This is an optimization exercise on Yosys and OpenROAD, whose aim is small area, a short achievable clock period and few clock cycles, not a production implementation. Function was checked by simulation only, so behaviour that the tests miss may differ from the original. Power figures rest on the tool's default switching activity, not on a simulated workload.

==> flow/design.v <==
module CHIP(clk,
            rst_n,
            mem_wen_D,
            mem_addr_D,
            mem_wdata_D,
            mem_rdata_D,
            mem_addr_I,
            mem_rdata_I
    );
    input         clk, rst_n ;
    output        mem_wen_D  ;
    output [31:0] mem_addr_D ;
    output [31:0] mem_wdata_D;
    input  [31:0] mem_rdata_D;
    output [31:0] mem_addr_I ;
    input  [31:0] mem_rdata_I;
    reg  [31:2] pc;
    reg         ex_valid, ex_replay;
    reg         fa_m, fa_w, fa_r, fb_m, fb_w, fb_r;
    reg         sa_m, sa_w, sa_r, sa_p, sb_m, sb_w, sb_r, sb_i;
    reg  [4:0]  ex_rd;
    reg         ex_wb, ex_sub, ex_cin, ex_ld, ex_st, ex_beq, ex_jalr, ex_mul, ex_xor, ex_slt, ex_lnk, ex_pred;
    reg  [31:0] ex_immv;       
    reg  [31:0] opA, opB;
    reg  [31:2] ex_pc;
    reg  [31:0] mS, mC;
    reg         mul_fin;
    reg         m_wb, m_ld, m_st;
    reg  [4:0]  m_rd;
    reg  [31:0] m_res, m_sdata;
    reg  [31:0] w_res;         
    reg  [31:0] rf [1:31];
    reg  [31:1] rfv;           
    wire [31:0] inst = mem_rdata_I;
    wire [4:0]  rs1 = inst[19:15];
    wire [4:0]  rs2 = inst[24:20];
    wire [4:0]  rd  = inst[11:7];
    wire i_opimm = ~inst[6] & ~inst[5] &  inst[4] & ~inst[2];
    wire i_op    = ~inst[6] &  inst[5] &  inst[4];
    wire i_load  = ~inst[6] & ~inst[5] & ~inst[4];
    wire i_store = ~inst[6] &  inst[5] & ~inst[4];
    wire i_auipc = ~inst[6] &  inst[4] &  inst[2];
    wire i_beq   =  inst[6] & ~inst[2];
    wire i_jalr  =  inst[6] &  inst[2] & ~inst[3];
    wire i_jal   =  inst[6] &  inst[3];
    wire i_slti  = i_opimm & inst[13];
    wire i_mul   = i_op & inst[25];
    wire i_xor   = i_op & inst[14];
    wire i_sub   = i_op & inst[30];
    wire [31:0] immI = {{20{inst[31]}}, inst[31:20]};
    wire [31:2] immJ  = {{12{inst[31]}}, inst[19:12], inst[20], inst[30:22]};
    wire [31:2] immB  = {{20{inst[31]}}, inst[7], inst[30:25], inst[11:9]};
    function [31:0] ks_add32;
        input [31:0] x, y;
        input        c;
        reg   [32:0] g, p, g2, p2;
        integer j, d;
        begin
            g = {x & y, c};
            p = {x ^ y, 1'b0};
            for (d = 1; d < 33; d = d * 2) begin
                g2 = g; p2 = p;
                for (j = d; j < 33; j = j + 1) begin
                    g2[j] = g[j] | (p[j] & g[j-d]);
                    p2[j] = p[j] & p[j-d];
                end
                g = g2; p = p2;
            end
            ks_add32 = (x ^ y) ^ g[31:0];
        end
    endfunction
    function [29:0] ks_add30;
        input [29:0] x, y;
        reg   [29:0] g, p, g2, p2;
        integer j, d;
        begin
            g = x & y;
            p = x ^ y;
            for (d = 1; d < 30; d = d * 2) begin
                g2 = g; p2 = p;
                for (j = d; j < 30; j = j + 1) begin
                    g2[j] = g[j] | (p[j] & g[j-d]);
                    p2[j] = p[j] & p[j-d];
                end
                g = g2; p = p2;
            end
            ks_add30 = (x ^ y) ^ {g[28:0], 1'b0};
        end
    endfunction
    function [29:0] inc30;
        input [29:0] x;
        integer j;
        begin
            inc30[0] = ~x[0];
            for (j = 1; j < 30; j = j + 1)
                inc30[j] = x[j] ^ (&(x | ~((30'd1 << j) - 30'd1)));
        end
    endfunction
    wire [31:2] pc4    = inc30(pc);
    wire [31:2] tgt_j  = ks_add30(pc, immJ);
    wire [31:2] tgt_b  = ks_add30(pc, immB);
    wire [31:2] tgt_if = inst[3] ? tgt_j : tgt_b;
    function [31:0] rf_init;
        input [4:0] a;
        begin
            case (a)
                5'd2:    rf_init = 32'h7fffeffc;
                5'd3:    rf_init = 32'h10008000;
                default: rf_init = 32'h0;
            endcase
        end
    endfunction
    wire [31:0] dec1 = 32'd1 << rs1;
    wire [31:0] dec2 = 32'd1 << rs2;
    wire [31:1] sel1 = dec1[31:1] & rfv;
    wire [31:1] sel2 = dec2[31:1] & rfv;
    reg  [31:0] rd1, rd2;
    integer k;
    always @(*) begin
        rd1 = ({32{dec1[2] & ~rfv[2]}} & rf_init(5'd2)) | ({32{dec1[3] & ~rfv[3]}} & rf_init(5'd3));
        rd2 = ({32{dec2[2] & ~rfv[2]}} & rf_init(5'd2)) | ({32{dec2[3] & ~rfv[3]}} & rf_init(5'd3));
        for (k = 1; k < 32; k = k + 1) begin
            rd1 = rd1 | ({32{sel1[k]}} & rf[k]);
            rd2 = rd2 | ({32{sel2[k]}} & rf[k]);
        end
    end
    wire [31:0] m_result = m_ld ? mem_rdata_D : m_res;
    wire [31:0] A = ({32{fa_m}} & m_res) | ({32{fa_w}} & w_res) | ({32{fa_r}} & opA);
    wire [31:0] B = ({32{fb_m}} & m_res) | ({32{fb_w}} & w_res) | ({32{fb_r}} & opB);
    wire        stall_ex = ex_valid & ex_mul & ~mul_fin;
    wire [31:0] aop     = ({32{sa_m}} & m_res) | ({32{sa_w}} & w_res) | ({32{sa_r}} & opA) |
                          ({32{sa_p}} & {ex_pc, 2'b00});
    wire [31:0] bop     = (({32{sb_m}} & m_res) | ({32{sb_w}} & w_res) | ({32{sb_r}} & opB) |
                           ({32{sb_i}} & ex_immv)) ^ {32{ex_sub}};
    wire [31:2] ex_pc4  = ex_pc + 30'd1;
    wire [31:0] sum     = ks_add32(aop, bop, ex_cin);
    wire        slt     = (A[31] == bop[31]) ? A[31] : sum[31];
    wire [31:0] ex_res  = ex_xor ? (A ^ B) :
                          ex_slt ? {31'd0, slt} :
                          ex_lnk ? {ex_pc4, 2'b00} : sum;
    wire        e_we    = ex_valid & ex_wb;           
    wire        taken   = (A == B);
    wire        redirect = ex_replay | (ex_valid & (ex_jalr | (ex_beq & (taken != ex_pred))));
    wire [31:2] redir_pc = ex_replay ? ex_pc : (ex_beq & ex_pred) ? ex_pc4 : sum[31:2];
    assign mem_addr_I  = {pc, 2'b00};
    assign mem_addr_D  = m_res;
    assign mem_wdata_D = m_sdata;
    assign mem_wen_D   = m_st;
    wire        f1e = e_we && (ex_rd == rs1);
    wire        f2e = e_we && (ex_rd == rs2);
    wire        f1m = m_wb && (m_rd == rs1);
    wire        f2m = m_wb && (m_rd == rs2);
    wire        hazard = ex_ld & (f1e | f2e);
    wire        pcs_if = i_auipc | i_beq;    
    wire        imm_if = ~i_op;              
    wire        pred_b  = i_jal | (i_beq & (inst[31] | (rs1 == rs2)));
    wire        pred    = pred_b;
    wire [31:2] pred_pc = tgt_if;
    function [63:0] csa;    
        input [31:0] a, b, c;
        reg   [31:0] s, q;
        begin
            s = a ^ b ^ c;
            q = (a & b) | (a & c) | (b & c);
            csa = {q[30:0], 1'b0, s};
        end
    endfunction
    wire [31:0] pp0 = B[0] ? A               : 32'd0;
    wire [31:0] pp1 = B[1] ? {A[30:0], 1'b0} : 32'd0;
    wire [31:0] pp2 = B[2] ? {A[29:0], 2'b0} : 32'd0;
    wire [31:0] pp3 = B[3] ? {A[28:0], 3'b0} : 32'd0;
    wire [31:0] pp4 = B[4] ? {A[27:0], 4'b0} : 32'd0;
    wire [31:0] pp5 = B[5] ? {A[26:0], 5'b0} : 32'd0;
    wire [31:0] pp6 = B[6] ? {A[25:0], 6'b0} : 32'd0;
    wire [31:0] pp7 = B[7] ? {A[24:0], 7'b0} : 32'd0;
    wire [63:0] t1a = csa(mS, mC, pp0);
    wire [63:0] t1b = csa(pp1, pp2, pp3);
    wire [63:0] t1c = csa(pp4, pp5, pp6);
    wire [63:0] t2a = csa(t1a[31:0], t1a[63:32], t1b[31:0]);
    wire [63:0] t2b = csa(t1b[63:32], t1c[31:0], t1c[63:32]);
    wire [63:0] t3  = csa(t2a[31:0], t2a[63:32], t2b[31:0]);
    wire [63:0] t4  = csa(t3[31:0], t3[63:32], t2b[63:32]);
    wire [63:0] l3  = csa(t4[31:0], t4[63:32], pp7);
    wire        mul_last = (B[31:8] == 24'd0) | (A[23:0] == 24'd0);
    always @(posedge clk or negedge rst_n) begin
        if (!rst_n) begin
            pc       <= 30'h00100000;
            ex_valid <= 1'b0;
            ex_replay <= 1'b0;
            mul_fin  <= 1'b0;
            m_wb     <= 1'b0;
            m_st     <= 1'b0;
            rfv      <= 31'd0;
        end else begin
            mul_fin <= stall_ex & mul_last;
            if (m_wb) rfv[m_rd] <= 1'b1;
            if (redirect)        pc <= redir_pc;
            else if (!stall_ex)  pc <= pred ? pred_pc : pc4;
            if (!stall_ex) begin
                ex_valid  <= ~redirect & ~hazard;
                ex_replay <= ~redirect & hazard;
            end
            m_wb <= e_we & ~stall_ex;
            m_st <= ex_valid & ex_st & ~stall_ex;
        end
    end
    always @(posedge clk) begin
        if (m_wb) rf[m_rd] <= m_result;
        m_ld    <= ex_ld;
        m_rd    <= ex_rd;
        m_res   <= ex_res;
        m_sdata <= B;
        w_res   <= m_result;
        ex_pc   <= pc;
        ex_immv <= i_auipc ? {inst[31:12], 12'd0} :
                   i_store ? {{20{inst[31]}}, inst[31:25], inst[11:7]} :
                   i_beq   ? {{19{inst[31]}}, inst[31], inst[7], inst[30:25], inst[11:8], 1'b0} :
                   i_slti  ? ~immI : immI;
        if (stall_ex) begin
            mS <= mul_last ? 32'd0 : l3[31:0];
            mC <= mul_last ? 32'd0 : l3[63:32];
            opA <= mul_last ? l3[31:0]  : {A[23:0], 8'd0};
            opB <= mul_last ? l3[63:32] : {8'd0, B[31:8]};
            {fa_m, fa_w, fa_r} <= 3'b001;
            {fb_m, fb_w, fb_r} <= 3'b001;
            {sa_m, sa_w, sa_r, sa_p} <= 4'b0010;
            {sb_m, sb_w, sb_r, sb_i} <= 4'b0010;
        end else begin
            mS <= 32'd0;
            mC <= 32'd0;
            opA <= rd1;
            opB <= rd2;
            {fa_m, fa_w, fa_r} <= {f1e, ~f1e & f1m, ~f1e & ~f1m};
            {fb_m, fb_w, fb_r} <= {f2e, ~f2e & f2m, ~f2e & ~f2m};
            {sa_m, sa_w, sa_r, sa_p} <= {f1e & ~pcs_if, ~f1e & f1m & ~pcs_if, ~f1e & ~f1m & ~pcs_if, pcs_if};
            {sb_m, sb_w, sb_r, sb_i} <= {f2e & ~imm_if, ~f2e & f2m & ~imm_if, ~f2e & ~f2m & ~imm_if, imm_if};
            ex_rd     <= rd;
            ex_wb     <= ~(i_store | i_beq) & (rd != 5'd0);
            ex_sub    <= i_sub;
            ex_cin    <= i_sub | i_slti;
            ex_ld     <= i_load;
            ex_st     <= i_store;
            ex_beq    <= i_beq;
            ex_jalr   <= i_jalr;
            ex_mul    <= i_mul;
            ex_xor    <= i_xor;
            ex_slt    <= i_slti;
            ex_lnk    <= i_jal | i_jalr;
            ex_pred   <= pred;
        end
    end
endmodule
Settings: LEC_CHECK=0, CAP_MARGIN=20, CORE_MARGIN=2, CORE_UTILIZATION=40, PLACE_DENSITY=0.5, SETUP_SLACK_MARGIN=5.0, SLEW_MARGIN=20, TNS_END_PERCENT=5; clock period 10.0 ns.
standard.sh (not shown) runs the stock make flow with config.mk's settings and CLKGATE_MAP_FILE= SYNTH_SCRIPT=/design/flow/synth_recipe.tcl, a recipe that flattens the netlist after the stock synthesis.
==> flow/flow/run.sh <==
#!/bin/bash
set -euo pipefail
bash standard.sh 'BUFFER_PORTS_ARGS=-buffer_cell sky130_fd_sc_hd__buf_2' SETUP_SLACK_MARGIN=6.2 finish > standard.log 2>&1
Testbench counts at the start, summed over its fixed seeds: cycles 36,806.
Change:
--- a/flow/design.v
+++ b/flow/design.v
@@ -140,7 +140,7 @@
                           ex_lnk ? {ex_pc4, 2'b00} : sum;
     wire        e_we    = ex_valid & ex_wb;           
     wire        taken   = (A == B);
-    wire        redirect = ex_replay | (ex_valid & (ex_jalr | (ex_beq & (taken != ex_pred))));
+    wire        redirect = ex_replay | (ex_valid & ((ex_jalr & ~ex_pred) | (ex_beq & (taken != ex_pred))));
     wire [31:2] redir_pc = ex_replay ? ex_pc : (ex_beq & ex_pred) ? ex_pc4 : sum[31:2];
     assign mem_addr_I  = {pc, 2'b00};
     assign mem_addr_D  = m_res;
@@ -154,8 +154,11 @@
     wire        pcs_if = i_auipc | i_beq;    
     wire        imm_if = ~i_op;              
     wire        pred_b  = i_jal | (i_beq & (inst[31] | (rs1 == rs2)));
-    wire        pred    = pred_b;
-    wire [31:2] pred_pc = tgt_if;
+    wire        ret_ok  = i_jalr & (rs1 == 5'd1) & (inst[31:20] == 12'd0) &
+                          ~(e_we && ex_rd == 5'd1) & ~(m_wb && m_rd == 5'd1);
+    wire [31:2] x1v     = rfv[1] ? rf[1][31:2] : 30'd0;
+    wire        pred    = pred_b | ret_ok;
+    wire [31:2] pred_pc = ret_ok ? x1v : tgt_if;
     function [63:0] csa;    
         input [31:0] a, b, c;
         reg   [31:0] s, q;
@@ -169,19 +172,11 @@
     wire [31:0] pp1 = B[1] ? {A[30:0], 1'b0} : 32'd0;
     wire [31:0] pp2 = B[2] ? {A[29:0], 2'b0} : 32'd0;
     wire [31:0] pp3 = B[3] ? {A[28:0], 3'b0} : 32'd0;
-    wire [31:0] pp4 = B[4] ? {A[27:0], 4'b0} : 32'd0;
-    wire [31:0] pp5 = B[5] ? {A[26:0], 5'b0} : 32'd0;
-    wire [31:0] pp6 = B[6] ? {A[25:0], 6'b0} : 32'd0;
-    wire [31:0] pp7 = B[7] ? {A[24:0], 7'b0} : 32'd0;
-    wire [63:0] t1a = csa(mS, mC, pp0);
-    wire [63:0] t1b = csa(pp1, pp2, pp3);
-    wire [63:0] t1c = csa(pp4, pp5, pp6);
-    wire [63:0] t2a = csa(t1a[31:0], t1a[63:32], t1b[31:0]);
-    wire [63:0] t2b = csa(t1b[63:32], t1c[31:0], t1c[63:32]);
-    wire [63:0] t3  = csa(t2a[31:0], t2a[63:32], t2b[31:0]);
-    wire [63:0] t4  = csa(t3[31:0], t3[63:32], t2b[63:32]);
-    wire [63:0] l3  = csa(t4[31:0], t4[63:32], pp7);
-    wire        mul_last = (B[31:8] == 24'd0) | (A[23:0] == 24'd0);
+    wire [63:0] l1a = csa(mS, mC, pp0);
+    wire [63:0] l1b = csa(pp1, pp2, pp3);
+    wire [63:0] l2  = csa(l1a[31:0], l1a[63:32], l1b[31:0]);
+    wire [63:0] l3  = csa(l2[31:0], l2[63:32], l1b[63:32]);
+    wire        mul_last = (B[31:4] == 28'd0);
     always @(posedge clk or negedge rst_n) begin
         if (!rst_n) begin
             pc       <= 30'h00100000;
@@ -219,8 +214,8 @@
         if (stall_ex) begin
             mS <= mul_last ? 32'd0 : l3[31:0];
             mC <= mul_last ? 32'd0 : l3[63:32];
-            opA <= mul_last ? l3[31:0]  : {A[23:0], 8'd0};
-            opB <= mul_last ? l3[63:32] : {8'd0, B[31:8]};
+            opA <= mul_last ? l3[31:0]  : {A[27:0], 4'd0};
+            opB <= mul_last ? l3[63:32] : {4'd0, B[31:4]};
             {fa_m, fa_w, fa_r} <= 3'b001;
             {fb_m, fb_w, fb_r} <= 3'b001;
             {sa_m, sa_w, sa_r, sa_p} <= 4'b0010;
Outcome:
- The changed run finished with timing, DRC and antenna clean
- fmax went up by 18%
- design area went down by 1.4%
- via count went up by 1.0%
- count of clock-buffer cells in the layout went down by 15
- wire length went up by 3.1%
- sequential cell count went up by 2
- worst setup slack gains 0.79 ns
- die area went down by 3.5%
- combinational power went down by 11%
- clock skew went down by 0.031 ns
- clock power hardly moves
- total power went down by 4.7%
- register-to-register slack gains 0.62 ns
Testbench counts after the change, summed over its fixed seeds: cycles 38,303.

==> what the ideal ports hide <==
Ports are ideal in the flow. The routed layouts listed here were re-timed in OpenROAD.
Step 1, drivers: a clkbuf_16 drives clk and a buf_2 each remaining input, both assumed.
Step 2, shift: input delay + t, output delay - t, t = (earliest + latest rising clock arrival at the registers) / 2. This alone moves slack from input paths to output paths.
Slacks: no drivers / after step 1 / after step 2; pairs: no drivers / after step 1.
run | shift t [ns] | setup slack, ns | latest minus earliest clock arrival (ns) | slew at the worst register clock pin (ns) | pins driven straight from the clock port
the first run | 0.910 | 4.791 / 4.855 / 3.945 | 0.067 / 0.067 | 0.07 / 0.07 | 1
the second run | 0.901 | 5.579 / 5.642 / 4.743 | 0.041 / 0.041 | 0.07 / 0.07 | 1
After both steps setup and hold are still met in every run listed. The setup slack of the first run, which loses most, moves by +0.064 ns with the drivers and by -0.846 ns with both steps.
